This design comes from an exercise in tuning for small area on the open sky130 flow, not from production work.
In this exercise RTL edits were held to simulation tests only and were not proved equivalent to the original.
Power and IR drop assume default switching activity.

## flow/config.mk

```make
export PLATFORM = sky130hd
export DESIGN_NAME = ofdm_tx_backend
export DESIGN_NICKNAME = ofdm_tx_backend
export VERILOG_FILES = /design/flow/design.v
export SDC_FILE = /design/flow/constraint.sdc
export NUM_CORES = 4
export LEC_CHECK = 0
export CAP_MARGIN = 20
export CORE_MARGIN = 2
export CORE_UTILIZATION = 40
export SLEW_MARGIN = 20
```

## flow/run.sh

```bash
#!/bin/bash
# synth_recipe.tcl (not shown) runs the flow's synth.tcl, then flattens the netlist and writes it again
# the make line also repeats each setting of config.mk as NAME=value (left out here)
make -C /OpenROAD-flow-scripts/flow DESIGN_CONFIG=/design/flow/config.mk WORK_HOME=/design/flow/orfs CLKGATE_MAP_FILE= SYNTH_SCRIPT=/design/flow/synth_recipe.tcl finish
```

## flow/constraint.sdc

```tcl
create_clock -name core_clock -period 5.0 [get_ports {clk}]
set_input_delay 1.0000 -clock core_clock [delete_from_list [all_inputs] [get_ports {clk}]]
set_output_delay 1.0000 -clock core_clock [all_outputs]
set_load 0.01 [all_outputs]
```

## flow/design.v

```verilog
`timescale 1ns / 1ps 
module   STS_generator(  
    input                   clk         ,   
    input                   rst_n       ,   
    input                   Tx_Clr      ,   
    input                   Start_En    ,
    output reg [7:0]        STS_Im      ,
    output reg [7:0]        STS_Re      ,
    output reg              STS_Vld     ,
    output reg [7:0]        STS_Index   ,
    output reg              STS_Done             
);                 
    reg  [15:0] Short_Mem [15:0];
    reg  [3:0]  i,j;
    wire        STS_Req;
    assign STS_Req = Start_En || (STS_Index>0);
    always @(posedge clk or negedge rst_n) begin
        if(~rst_n) begin   
            Short_Mem[0]  <= {8'b00001100,8'b00001100};
            Short_Mem[1]  <= {8'b11011110,8'b00000001};
            Short_Mem[2]  <= {8'b11111101,8'b11101100};
            Short_Mem[3]  <= {8'b00100100,8'b11111101};
            Short_Mem[4]  <= {8'b00011000,8'b00000000};
            Short_Mem[5]  <= {8'b00100100,8'b11111101};
            Short_Mem[6]  <= {8'b11111101,8'b11101100};
            Short_Mem[7]  <= {8'b11011110,8'b00000001};
            Short_Mem[8]  <= {8'b00001100,8'b00001100};
            Short_Mem[9]  <= {8'b00000001,8'b11011110};
            Short_Mem[10] <= {8'b11101100,8'b11111101};
            Short_Mem[11] <= {8'b11111101,8'b00100100};
            Short_Mem[12] <= {8'b00000000,8'b00011000};
            Short_Mem[13] <= {8'b11111101,8'b00100100};
            Short_Mem[14] <= {8'b11101100,8'b11111101};
            Short_Mem[15] <= {8'b00000001,8'b11011110};
            STS_Vld <= 0;
            STS_Index <=  0;
            STS_Done <= 0;
            STS_Re <= 0;
            STS_Im <= 0;
            i <= 0;
            j <= 0;
           end  
        else if( Tx_Clr  ) begin 
            i <= 0;
            j <= 0;
            STS_Vld <= 0;
            STS_Index <= 0;
            STS_Done <= 0;
        end
        else if( STS_Req && (STS_Index<161) ) begin
            STS_Index <= STS_Index + 1;
            STS_Vld <=  1'b1; 
            if(i<10)    begin
                if(j==15) begin 
                    j <= 0;
                    i <= i+ 1; 
                    STS_Re <= Short_Mem[j][15:8];  
                    STS_Im <= Short_Mem[j][7:0];
                end
                else  begin
                    if(i==0 && j==0) begin
                        STS_Re <= Short_Mem[j][15:8]>>1;  
                        STS_Im <= Short_Mem[j][7:0]>>1; 
                    end
                    else begin
                        STS_Re <= Short_Mem[j][15:8];  
                        STS_Im <= Short_Mem[j][7:0];
                    end
                    j <= j + 1;
                end
            end
            else begin   
                STS_Re <= Short_Mem[0][15:8]>>1;  
                STS_Im <= Short_Mem[0][7:0]>>1; 
                STS_Done <= 1'b1;
            end
        end 
        else begin 
            STS_Vld <= 1'b0;
        end
    end
endmodule          
`timescale 1ns / 1ps 
module   LTS_generator(  
    input                   clk         ,   
    input                   rst_n       ,   
    input                   Tx_Clr      ,   
    input                   Start_En    ,
    output reg [7:0]        LTS_Im      ,
    output reg [7:0]        LTS_Re      ,
    output reg              LTS_Vld     ,
    output reg [7:0]        LTS_Index   ,
    output reg              LTS_Done             
);                 
    reg  [15:0] Long_Mem [63:0];
    reg  [6:0]  i,j;
    wire        LTS_Req;
    assign LTS_Req = Start_En || (LTS_Index>0);
    always @(posedge clk or negedge rst_n) begin
        if(~rst_n) begin   
            Long_Mem[0]  <= {8'b00101000 , 8'b00000000};
	        Long_Mem[1]  <= {8'b11111111 , 8'b11100001};
	        Long_Mem[2]  <= {8'b00001010 , 8'b11100100};
	        Long_Mem[3]  <= {8'b00011001 , 8'b00010101};
	        Long_Mem[4]  <= {8'b00000101 , 8'b00000111};
	        Long_Mem[5]  <= {8'b00001111 , 8'b11101010};
	        Long_Mem[6]  <= {8'b11100011 , 8'b11110010};
	        Long_Mem[7]  <= {8'b11110110 , 8'b11100101};
	        Long_Mem[8]  <= {8'b00011001 , 8'b11111001};
	        Long_Mem[9]  <= {8'b00001110 , 8'b00000001};
	        Long_Mem[10] <= {8'b00000000 , 8'b11100011};
	        Long_Mem[11] <= {8'b11011101 , 8'b11110100};
	        Long_Mem[12] <= {8'b00000110 , 8'b11110001};
	        Long_Mem[13] <= {8'b00001111 , 8'b11111100};
	        Long_Mem[14] <= {8'b11111010 , 8'b00101001};
	        Long_Mem[15] <= {8'b00011111 , 8'b11111111};
	        Long_Mem[16] <= {8'b00010000 , 8'b11110000};
	        Long_Mem[17] <= {8'b00001001 , 8'b00011001};
	        Long_Mem[18] <= {8'b11110001 , 8'b00001010};
	        Long_Mem[19] <= {8'b11011110 , 8'b00010001};
	        Long_Mem[20] <= {8'b00010101 , 8'b00011000};
	        Long_Mem[21] <= {8'b00010010 , 8'b00000100};
	        Long_Mem[22] <= {8'b11110001 , 8'b00010101};
	        Long_Mem[23] <= {8'b11110010 , 8'b11111010};
	        Long_Mem[24] <= {8'b11110111 , 8'b11011001};
	        Long_Mem[25] <= {8'b11100001 , 8'b11111100};
	        Long_Mem[26] <= {8'b11011111 , 8'b11111011};
	        Long_Mem[27] <= {8'b00010011 , 8'b11101101};
	        Long_Mem[28] <= {8'b11111111 , 8'b00001110};
	        Long_Mem[29] <= {8'b11101000 , 8'b00011101};
	        Long_Mem[30] <= {8'b00010111 , 8'b00011011};
	        Long_Mem[31] <= {8'b00000011 , 8'b00011001};
	        Long_Mem[32] <= {8'b11011000 , 8'b00000000};
	        Long_Mem[33] <= {8'b00000011 , 8'b11100111};
	        Long_Mem[34] <= {8'b00010111 , 8'b11100101};
	        Long_Mem[35] <= {8'b11101000 , 8'b11100011};
	        Long_Mem[36] <= {8'b11111111 , 8'b11110010};
	        Long_Mem[37] <= {8'b00010011 , 8'b00010011};
	        Long_Mem[38] <= {8'b11011111 , 8'b00000101};
	        Long_Mem[39] <= {8'b11100001 , 8'b00000100};
	        Long_Mem[40] <= {8'b11110111 , 8'b00100111};
	        Long_Mem[41] <= {8'b11110010 , 8'b00000110};
	        Long_Mem[42] <= {8'b11110001 , 8'b11101011};
	        Long_Mem[43] <= {8'b00010010 , 8'b11111100};
	        Long_Mem[44] <= {8'b00010101 , 8'b11101000};
	        Long_Mem[45] <= {8'b11011110 , 8'b11101111};
	        Long_Mem[46] <= {8'b11110001 , 8'b11110110};
	        Long_Mem[47] <= {8'b00001001 , 8'b11100111};
	        Long_Mem[48] <= {8'b00010000 , 8'b00010000};
	        Long_Mem[49] <= {8'b00011111 , 8'b00000001};
	        Long_Mem[50] <= {8'b11111010 , 8'b11010111};
	        Long_Mem[51] <= {8'b00001111 , 8'b00000100};
	        Long_Mem[52] <= {8'b00000110 , 8'b00001111};
	        Long_Mem[53] <= {8'b11011101 , 8'b00001100};
	        Long_Mem[54] <= {8'b00000000 , 8'b00011101};
	        Long_Mem[55] <= {8'b00001110 , 8'b11111111};
	        Long_Mem[56] <= {8'b00011001 , 8'b00000111};
	        Long_Mem[57] <= {8'b11110110 , 8'b00011011};
	        Long_Mem[58] <= {8'b11100011 , 8'b00001110};
	        Long_Mem[59] <= {8'b00001111 , 8'b00010110};
	        Long_Mem[60] <= {8'b00000101 , 8'b11111001};
	        Long_Mem[61] <= {8'b00011001 , 8'b11101011};
	        Long_Mem[62] <= {8'b00001010 , 8'b00011100};
	        Long_Mem[63] <= {8'b11111111 , 8'b00011111};
            LTS_Vld <= 0;
            LTS_Index <=  0;
            LTS_Done <= 0;
            LTS_Re <= 0;
            LTS_Im <= 0;
            i <= 0;
            j <= 0;
           end  
        else if( Tx_Clr  ) begin 
            i <= 0;
            j <= 0;
            LTS_Vld <= 0;
            LTS_Index <= 0;
            LTS_Done <= 0;
        end
        else if( LTS_Req && (LTS_Index<161) ) begin
            LTS_Index <= LTS_Index + 1;
            LTS_Vld <=  1'b1; 
            if(i==0)    begin
                if(j==31) begin 
                    j <= 0;
                    i <= i+ 1; 
                    LTS_Re <= Long_Mem[j+32][15:8];  
                    LTS_Im <= Long_Mem[j+32][7:0];
                end
                else  begin
                    if(i==0 && j==0) begin
                        LTS_Re <= 8'b11101100;  
                        LTS_Im <= Long_Mem[j+32][7:0];
                    end
                    else begin
                        LTS_Re <= Long_Mem[j+32][15:8];  
                        LTS_Im <= Long_Mem[j+32][7:0];
                    end
                    j <= j + 1;
                end
            end
            else if( i==1 || i==2 )    begin
                if(j==63) begin 
                    j <= 0;
                    i <= i+ 1; 
                    LTS_Re <= Long_Mem[j][15:8];  
                    LTS_Im <= Long_Mem[j][7:0];
                end
                else  begin 
                    LTS_Re <= Long_Mem[j][15:8];  
                    LTS_Im <= Long_Mem[j][7:0]; 
                    j <= j + 1;
                end
            end
            else begin   
                LTS_Re <= Long_Mem[0][15:8]>>1;  
                LTS_Im <= Long_Mem[0][7:0]>>1; 
                LTS_Done <= 1'b1;
            end
        end 
        else begin 
            LTS_Vld <= 1'b0;
        end
    end
endmodule          
`timescale 1ns / 1ps 
module   symbol_train(  
    input               clk         ,   
    input               rst_n       ,   
    input               Tx_Clr      ,   
    input               Start_En    ,
    output  [7:0]       Train_Im    ,
    output  [7:0]       Train_Re    ,
    output              Train_Vld   ,
    output  [8:0]       Train_Index ,
    output              Train_Done           
);              
    wire                STS_Start_En;
                             wire    [7:0]       STS_Im      ;
                             wire    [7:0]       STS_Re      ;
                             wire                STS_Vld     ;
    wire    [7:0]       STS_Index   ;
    wire                STS_Done    ;
    wire                LTS_Start_En;
                             wire    [7:0]       LTS_Im      ;
                             wire    [7:0]       LTS_Re      ;
                             wire                LTS_Vld     ;      
    wire    [7:0]       LTS_Index   ;
    wire                LTS_Done    ;
    STS_generator  u_STS
    (
        .clk                (clk            ),
        .rst_n              (rst_n          ),
        .Tx_Clr             (Tx_Clr         ),
        .Start_En           (STS_Start_En   ),
        .STS_Im             (STS_Im         ),
        .STS_Re             (STS_Re         ),
        .STS_Vld            (STS_Vld        ),
        .STS_Index          (STS_Index      ),
        .STS_Done           (STS_Done       )
    );
    LTS_generator  u_LTS
    (
        .clk                (clk            ),
        .rst_n              (rst_n          ),
        .Tx_Clr             (Tx_Clr         ),
        .Start_En           (LTS_Start_En   ),
        .LTS_Im             (LTS_Im         ),
        .LTS_Re             (LTS_Re         ),
        .LTS_Vld            (LTS_Vld        ),
        .LTS_Index          (LTS_Index      ),
        .LTS_Done           (LTS_Done       )
    );
    assign Train_Im = STS_Vld ? STS_Im : LTS_Vld ? LTS_Im : 8'b0 ; 
    assign Train_Re = STS_Vld ? STS_Re : LTS_Vld ? LTS_Re : 8'b0 ; 
    assign Train_Vld = STS_Vld ? 1'b1 : LTS_Vld ? 1'b1 : 1'b0;
    assign Train_Index = STS_Index + LTS_Index;
    assign Train_Done = LTS_Done;
    assign STS_Start_En = Start_En;
    assign LTS_Start_En = STS_Done;
endmodule          
`timescale 1ns / 1ps 
module spram_64
(
    input           rst_n,
	input			clka,  
	input			wea,
	input [5:0]		addra,
	input [7:0] 	dina,
	output[7:0] 	douta,
	input			clkb,
	input			web,
	input [5:0]		addrb,
	input [7:0]  	dinb,
	output[7:0] 	doutb
);
    integer i;
	reg [7:0]	int_mem [63:0]; 
	reg  [7:0]	out_mema;
	reg  [7:0]	out_memb;
	always @ (posedge clka  )
		begin
            if (wea)
				begin
					int_mem[addra] <= dina;
				end
			else
				begin
					out_mema <= int_mem[addra];
				end
		end
	always @ (posedge clkb)
		begin
			if (web)
				begin
					int_mem[addrb] <= dinb;
				end
			else
				begin
					out_memb <= int_mem[addrb];
				end
		end
	assign douta = (wea)? 8'b0 : out_mema;
	assign doutb = (web)? 8'b0 : out_memb;
endmodule
module cp_add(
        input                   clk         ,
        input                   rst_n       ,
        input       [7:0]       Din_Re      ,
        input       [7:0]       Din_Im      ,
        input                   Din_En      ,
        input       [5:0]       Din_Index   ,
        output reg  [7:0]       Dout_Re     ,
        output reg  [7:0]       Dout_Im     ,
        output reg              Dout_Vld        	
    );		 
    wire        wen1;                 
	wire        wen2;                 
    reg         Flag_Spam;
    reg         rd_ram_en;
    reg  [5:0]  rd_ram_addr;
    reg  [5:0]  rd_data_cnt;
    reg  [7:0]  First_Re1; 
    reg  [7:0]  First_Im1; 
    reg  [7:0]  First_Re2; 
    reg  [7:0]  First_Im2; 
    wire [7:0]  dout_Re1;        
	wire [7:0]  dout_Im1;
	wire [7:0]  dout_Re2;
	wire [7:0]  dout_Im2;
	assign wen1 = Din_En&&(~Flag_Spam);
	assign wen2 = Din_En&&Flag_Spam; 
    spram_64  spram_Re1(
        .rst_n          (rst_n          )  ,
	    .clka           (clk            )  , 
	    .wea            (wen1           )  ,
	    .addra          (Din_Index      )  ,
	    .dina           (Din_Re         )  ,
	    .douta          (               )  , 
	    .clkb           (clk            )  ,
	    .web            (1'b0       )  ,
	    .addrb          (rd_ram_addr    )  ,
	    .dinb           (               )  ,
	    .doutb          (dout_Re1       )  
    );
    spram_64  spram_Im1(
        .rst_n          (rst_n          )  ,
	    .clka           (clk            )  , 
	    .wea            (wen1           )  ,
	    .addra          (Din_Index      )  ,
	    .dina           (Din_Im         )  ,
	    .douta          (               )  , 
	    .clkb           (clk            )  ,
	    .web            (1'b0       )  ,
	    .addrb          (rd_ram_addr    )  ,
	    .dinb           (               )  ,
	    .doutb          (dout_Im1       )  
    );
    spram_64  spram_Re2(
        .rst_n          (rst_n          )  ,
	    .clka           (clk            )  , 
	    .wea            (wen2           )  ,
	    .addra          (Din_Index      )  ,
	    .dina           (Din_Re         )  ,
	    .douta          (               )  , 
	    .clkb           (clk            )  ,
	    .web            (1'b0       )  ,
	    .addrb          (rd_ram_addr    )  ,
	    .dinb           (               )  ,
	    .doutb          (dout_Re2       )  
    );
    spram_64  spram_Im2(
        .rst_n          (rst_n          )  ,
	    .clka           (clk            )  , 
	    .wea            (wen2           )  ,
	    .addra          (Din_Index      )  ,
	    .dina           (Din_Im         )  ,
	    .douta          (               )  , 
	    .clkb           (clk            )  ,
	    .web            (1'b0     )  ,
	    .addrb          (rd_ram_addr    )  ,
	    .dinb           (               )  ,
	    .doutb          (dout_Im2       )  
    );
    always@(posedge clk or negedge rst_n ) begin
        if(!rst_n) begin
            Flag_Spam  <= 0;  
        end    
        else  if( Din_Index ==63 ) begin    
            Flag_Spam  <= ~Flag_Spam;  
        end 
    end
    always@(posedge clk or negedge rst_n ) begin
        if(!rst_n) begin
            rd_ram_en  <= 0;  
        end    
        else  if( Din_Index==62 ) begin    
            rd_ram_en  <= 1'b1;  
        end   
        else  if( rd_data_cnt>=63  ) begin    
            rd_ram_en  <= 1'b0;  
        end 
    end
    always@(posedge clk or negedge rst_n ) begin
        if(!rst_n) begin
            rd_ram_addr  <= 0;  
        end     
        else  if( rd_ram_en || (Din_Index==63)  ) begin    
            rd_ram_addr  <= rd_ram_addr + 1'b1;  
        end 
        else begin 
            rd_ram_addr <= 0;
        end
    end
    always@(posedge clk or negedge rst_n ) begin
        if(!rst_n) begin
            rd_data_cnt  <= 0;  
        end      
        else  if( rd_ram_en  ) begin    
            rd_data_cnt  <= rd_ram_addr;  
        end 
        else begin 
            rd_data_cnt  <= 0;
        end
    end
    always@(posedge clk or negedge rst_n ) begin
        if(!rst_n) begin
            First_Re1 <= 0;
            First_Im1 <= 0;
            First_Re2 <= 0;
            First_Im2 <= 0;
        end      
        else  if( Din_Index==0  ) begin    
            case(Flag_Spam)
            0:begin 
                First_Re1 <= Din_Re;
                First_Im1 <= Din_Im;
            end
            1:begin 
                First_Re2 <= Din_Re;
                First_Im2 <= Din_Im;
            end
            endcase
        end
    end
    always@(posedge clk or negedge rst_n ) begin
        if(!rst_n) begin
            Dout_Re  <= 0;
            Dout_Im  <= 0;
            Dout_Vld <= 0; 
        end      
        else  if( Din_Index == 48 ) begin    
            Dout_Vld <= 1;
            case(Flag_Spam) 
            0:begin 
                Dout_Re <= (First_Re2 + Din_Re)>>1; 
                Dout_Im <= (First_Im2 + Din_Im)>>1; 
            end
            1:begin 
                Dout_Re <= (First_Re1 + Din_Re)>>1;
                Dout_Im <= (First_Im1 + Din_Im)>>1;
            end
            endcase
        end
        else  if( Din_Index>48  ) begin    
            Dout_Re  <= Din_Re;
            Dout_Im  <= Din_Im;
            Dout_Vld <= 1; 
        end 
        else  if( rd_ram_en ) begin    
            Dout_Vld <= 1; 
            case(Flag_Spam) 
            0:begin 
                Dout_Re <= dout_Re2;  
                Dout_Im <= dout_Im2;  
            end
            1:begin 
                Dout_Re <= dout_Re1;
                Dout_Im <= dout_Im1;
            end
            endcase  
        end 
        else begin 
            Dout_Vld <= 1'b0;
        end
    end
endmodule
`timescale 1ns / 1ps
module ofdm_tx_backend(
    input               clk             ,
    input               rst_n           ,
    input               Tx_Clr          ,
    input               Train_Start_En  ,
    input       [7:0]   Din_Re          ,
    input       [7:0]   Din_Im          ,
    input               Din_En          ,
    input       [5:0]   Din_Index       ,
    output      [7:0]   Dout_Re         ,
    output      [7:0]   Dout_Im         ,
    output              Dout_Vld
);
    wire [7:0]       Train_Im   ;
    wire [7:0]       Train_Re   ;
    wire             Train_Vld  ;
    wire [8:0]       Train_Index;
    wire             Train_Done ;
    wire [7:0]       Cp_Out_Re  ;
    wire [7:0]       Cp_Out_Im  ;
    wire             Cp_Out_Vld ;
    symbol_train  u_train (
        .clk                (clk            ),
        .rst_n              (rst_n          ),
        .Tx_Clr             (Tx_Clr         ),
        .Start_En           (Train_Start_En ),
        .Train_Im           (Train_Im       ),
        .Train_Re           (Train_Re       ),
        .Train_Vld          (Train_Vld      ),
        .Train_Index        (Train_Index    ),
        .Train_Done         (Train_Done     )
    );
    cp_add  u_cp_add(
        .clk                (clk            ),
        .rst_n              (rst_n          ),
        .Din_Re             (Din_Re         ),
        .Din_Im             (Din_Im         ),
        .Din_En             (Din_En         ),
        .Din_Index          (Din_Index      ),
        .Dout_Re            (Cp_Out_Re      ),
        .Dout_Im            (Cp_Out_Im      ),
        .Dout_Vld           (Cp_Out_Vld     )
    );
    assign Dout_Im  =  Train_Vld ? Train_Re  : Cp_Out_Re  ;
    assign Dout_Re  =  Train_Vld ? Train_Im  : Cp_Out_Im  ;
    assign Dout_Vld =  Train_Vld ? Train_Vld : Cp_Out_Vld ;
endmodule
```

==> results.sh <==
export IMPL_drt_iter0_markers=6520
export IMPL_r2r_end="u_train.u_LTS.LTS_Re[6]$_DFFE_PN0P_"
export IMPL_pin_count=44
export IMPL_worst_pin_slew_ns=1.126
export IMPL_drv_cap=0
export IMPL_top_layer="met5"
export IMPL_syn_avg_cell_area_um2=17.08
export IMPL_r2r_setup_slack_ns=1.40
export IMPL_cp_arrival_ns=2.96
export IMPL_reg2regPathDepth=8
export IMPL_cts_resized_gates=0
export IMPL_dr_pass1_iters=8
export IMPL_layoutNonFillerInstCount=8689
export IMPL_end_kind="primary output"
export IMPL_antenna_found_initial=13
export IMPL_seqPwrFrac=0.395
export IMPL_fin_skew_ns=0.06827
export IMPL_clk_root_buffer_cell="clkbuf_16"
export IMPL_routed_wl_met2_um=118900
export IMPL_synth_ff_type="edfxtp_1"
export IMPL_h_tree_depth=4
export IMPL_wl_per_cell_um=29.33
export IMPL_r2r_start="u_train.u_LTS.j[3]$_DFFE_PN0P_"
export IMPL_synth_top_area_frac=0.6819
export IMPL_clk_latency_ns=0.88
export IMPL_met3_wirelength_um=18500
export IMPL_fp_dieArea_um2=229300
export IMPL_core_area_um2=224500
export IMPL_fin_crit_sh=0.7915
export IMPL_rows=174
export IMPL_power_frac_clock=0.301
export IMPL_clock_sink_count=2214
export IMPL_dpl_cell_count=8276
export IMPL_relSlewSlack=0.2475
export IMPL_drive_gt1_frac=0.2038
export IMPL_gr_total_overflow=0
export IMPL_final_area_um2=102800
export IMPL_ys_warn_count=6
export IMPL_vias_per_cell=5.859
export IMPL_clk_path_buf_depth=3
export IMPL_postCtsHoldBufs=0
export IMPL_dp_hpwl_um=160500
export IMPL_async_reset_ff_frac=0.06052
export IMPL_p_switching_mw=18.41
export IMPL_area_growth_pct=13.98
export IMPL_wl_met1_um=110200
export IMPL_slew_viol_final=0
export IMPL_routabilityCongestion=0.9393
export IMPL_setup_viol=0
export IMPL_synthTopCellsByArea="edfxtp_1, mux4_2, mux2i_1"
export IMPL_grt_pass1_wl_um=362800
export IMPL_clk_pin_slew_ns=0.06
export IMPL_crit_fanout=17
export IMPL_grt_pass1_vias=48650
export IMPL_dr_total_vias=50910
export IMPL_ys_types=87
export IMPL_swShare=0.3353
export IMPL_tns_ns=0
export IMPL_synth_enable_flop_cells=2048
export IMPL_postSynthCellCount=5281
export IMPL_grt_use_total=0.2180
export IMPL_postRouteAntennaNets=0
export IMPL_hold_viol=0
export IMPL_synth_seq_cells=2214
export IMPL_ys_seq_area_frac=0.7262
export IMPL_numCtsBuffers=221
export IMPL_die_w_um=478.8
export IMPL_syn_num_nets=5342
export IMPL_p_comb_frac=0.304
export IMPL_p_per_area_nw_per_um2=534.1
export IMPL_syn_cell_area_um2=90180
export IMPL_grt_max_degree=132
export IMPL_hold_class="in2async"
export IMPL_cts_tree="yes"
export IMPL_cp_startpoint="u_train.u_LTS.LTS_Vld$_DFF_PN0_"
export IMPL_post_cts_buffers=0
export IMPL_ir_drop_mv=0.3791
export IMPL_layout_nets=5568
export IMPL_start_kind="flip-flop"
export IMPL_start_util=0.4018
export IMPL_die_h_um=478.8
export IMPL_yosys_area_top_type="edfxtp_1"
export IMPL_critical_path_class="reg2out"
export IMPL_timing_final_crit_period_ns=3.957
export IMPL_cp_required_ns=4.00
export IMPL_drc=0
export IMPL_fmax_mhz=252.7
export IMPL_rsz0062_at_grt="no"
export IMPL_leakagePower_nw=34.58
export IMPL_internal_power_mw=36.49
export IMPL_status="complete, no violations"
export IMPL_dpl_instance_area_um2=95530
export IMPL_drt_total_wl_um=254800
export IMPL_io_buffers=43
## stage by stage
stage	setup WS, ns	util	total power [mW]	hold slack [ns]
floorplan	1.566	-	31.75	0.4391
global placement	0.7151	0.4256	38.61	0.4557
detailed placement	0.6830	0.4256	38.66	0.4601
CTS	0.9291	0.4579	55.11	0.2511
global route	0.8645	0.4579	56.80	0.2913
finish	1.043	0.4579	54.90	0.2482
## sequential cells by signal, summed over array words and instances (netlist names), 8 cells and up
signal,flops
u_cp_add.spram_Im1.out_memb,8
u_cp_add.spram_Im2.out_memb,8
u_cp_add.spram_Re2.out_memb,8
u_cp_add.spram_Im1.int_mem,512
u_train.u_LTS.LTS_Index,8
u_train.u_STS.STS_Index,8
u_cp_add.spram_Re1.int_mem,512
u_cp_add.First_Im1,8
u_cp_add.First_Re2,8
u_cp_add.spram_Re2.int_mem,512
u_cp_add.First_Im2,8
u_train.u_STS.STS_Re,8
u_cp_add.spram_Re1.out_memb,8
u_cp_add.spram_Im2.int_mem,512
u_cp_add.Dout_Im,8
u_cp_add.Dout_Re,8
u_train.u_STS.STS_Im,8
u_cp_add.First_Re1,8
## power groups by stage
stage	Sequential, mW	Clock [mW]	Combinational (mW)
after global routing	21.7	17.5	17.6
after floorplan	21.3	0	10.4
after CTS	21.7	16.8	16.7
after detailed placement	22.1	0	16.6
after global placement	22.0	0	16.6
final	21.7	16.5	16.7
## cells in the final DEF (no fill, tap or decap), drive strengths merged, types with 21 or more instances in the layout
master         instances
nand2                268
nor3                  23
clkbuf               275
ha                    32
dfrtp                134
o221ai               125
xor2                  21
a211oi                21
mux2i                410
nor2b                 25
nor2                 276
mux4                 297
mux2                 172
clkdlybuf4s50         26
clkinv               101
a21oi                315
dfxtp                 32
o21ai                218
o22ai                141
edfxtp              2048
inv                   40
buf                  304
nand3                 42
nand2b                27
## how the worst max path moves through the flow
stage	to	depth (start not counted)
4_1_cts	Dout_Im[0]	3
5_1_grt	Dout_Im[0]	3
6_report	Dout_Im[0]	3
2_1_floorplan	u_cp_add.Dout_Im[6]$_DFFE_PN0P_	12
3_5_place_dp	u_cp_add.spram_Im2.int_mem[48][5]$_DFFE_PP_	6
3_3_place_gp	u_cp_add.spram_Re2.int_mem[48][3]$_DFFE_PP_	6
## cell families after synthesis
| kind of cell | after synthesis | synth area share |
|---|---|---|
| xor+xnor | 37 | 0.003677 |
| simple gates | 773 | 0.03871 |
| flops | 2214 | 0.7262 |
| fa+ha+maj | 34 | 0.004884 |
| mux | 879 | 0.1412 |
| buf+inv | 363 | 0.01708 |
| compound gates | 981 | 0.06826 |
## cell type report
type                    count  area, um^2
diodes                      5       12.51
inverters                  36       135.1
repair buffers            330        2909
fillers                 19040      121700
clock inverters           133        1411
flip-flops and latches   2214       65510
clock buffers             275        5834
well taps                2992        3744
multi-input cells        2704       23230
## layer usage
layer,vias up,GRT usage
met5,-,0
met4,4,0.05957
met3,365,0.03297
met2,2173,0.3387
met1,26710,0.3207
li1,21660,-
## cell usage after synthesis (13+ instances only)
cell type and number:
a211oi_1 20, a21oi_1 312, and2_1 19, and3_1 13
buf_1 37, buf_2 112, clkbuf_1 169, dfrtp_1 134
dfxtp_1 32, edfxtp_1 2048, ha_1 32, inv_1 35
mux2_2 172, mux2i_1 410, mux4_2 297, nand2_1 268
nand2b_1 25, nand3_1 42, nand4_1 16, nor2_1 276
nor2b_1 25, nor3_1 22, o21ai_0 216, o221ai_1 125
o22ai_1 141, o31ai_1 18, or2_2 14, xnor2_1 15
xor2_1 21
## worst max-delay path, cell delays in order, from the launching register on
cell             delay (ns)
dfrtp_1                0.88
mux2i_1                0.27
o21ai_0                0.38
clkdlybuf4s50_1        0.61

-- port drivers added, routing unchanged --
The results above use ideal ports. As a check the final layout listed here was re-extracted and re-timed, cells and wires unchanged. Step 1 assumes that a clkbuf_16 drives the clock port and a buf_2 every other input. Step 2 adds t to the input delays and takes it off the output delays; t is the mean of the earliest and latest rising clock arrival at the registers after step 1. Input paths then give back, and output paths get back, about the clock's delay inside the block. Three values: no drivers, after step 1, after step 2; two values: the first two.
t (ns): 0.944
setup WS [ns]: 1.043 / 0.948 / 0.685
hold WS [ns]: 0.248 / 0.193 / 0.474
slew at the worst register clock pin (ns): 0.07 / 0.07
worst slew at a driven data input, ns: 0.21
After both steps setup and hold are still met in this run. For this run, drivers alone change the setup slack by -0.095 ns; drivers and shift together by -0.358 ns.
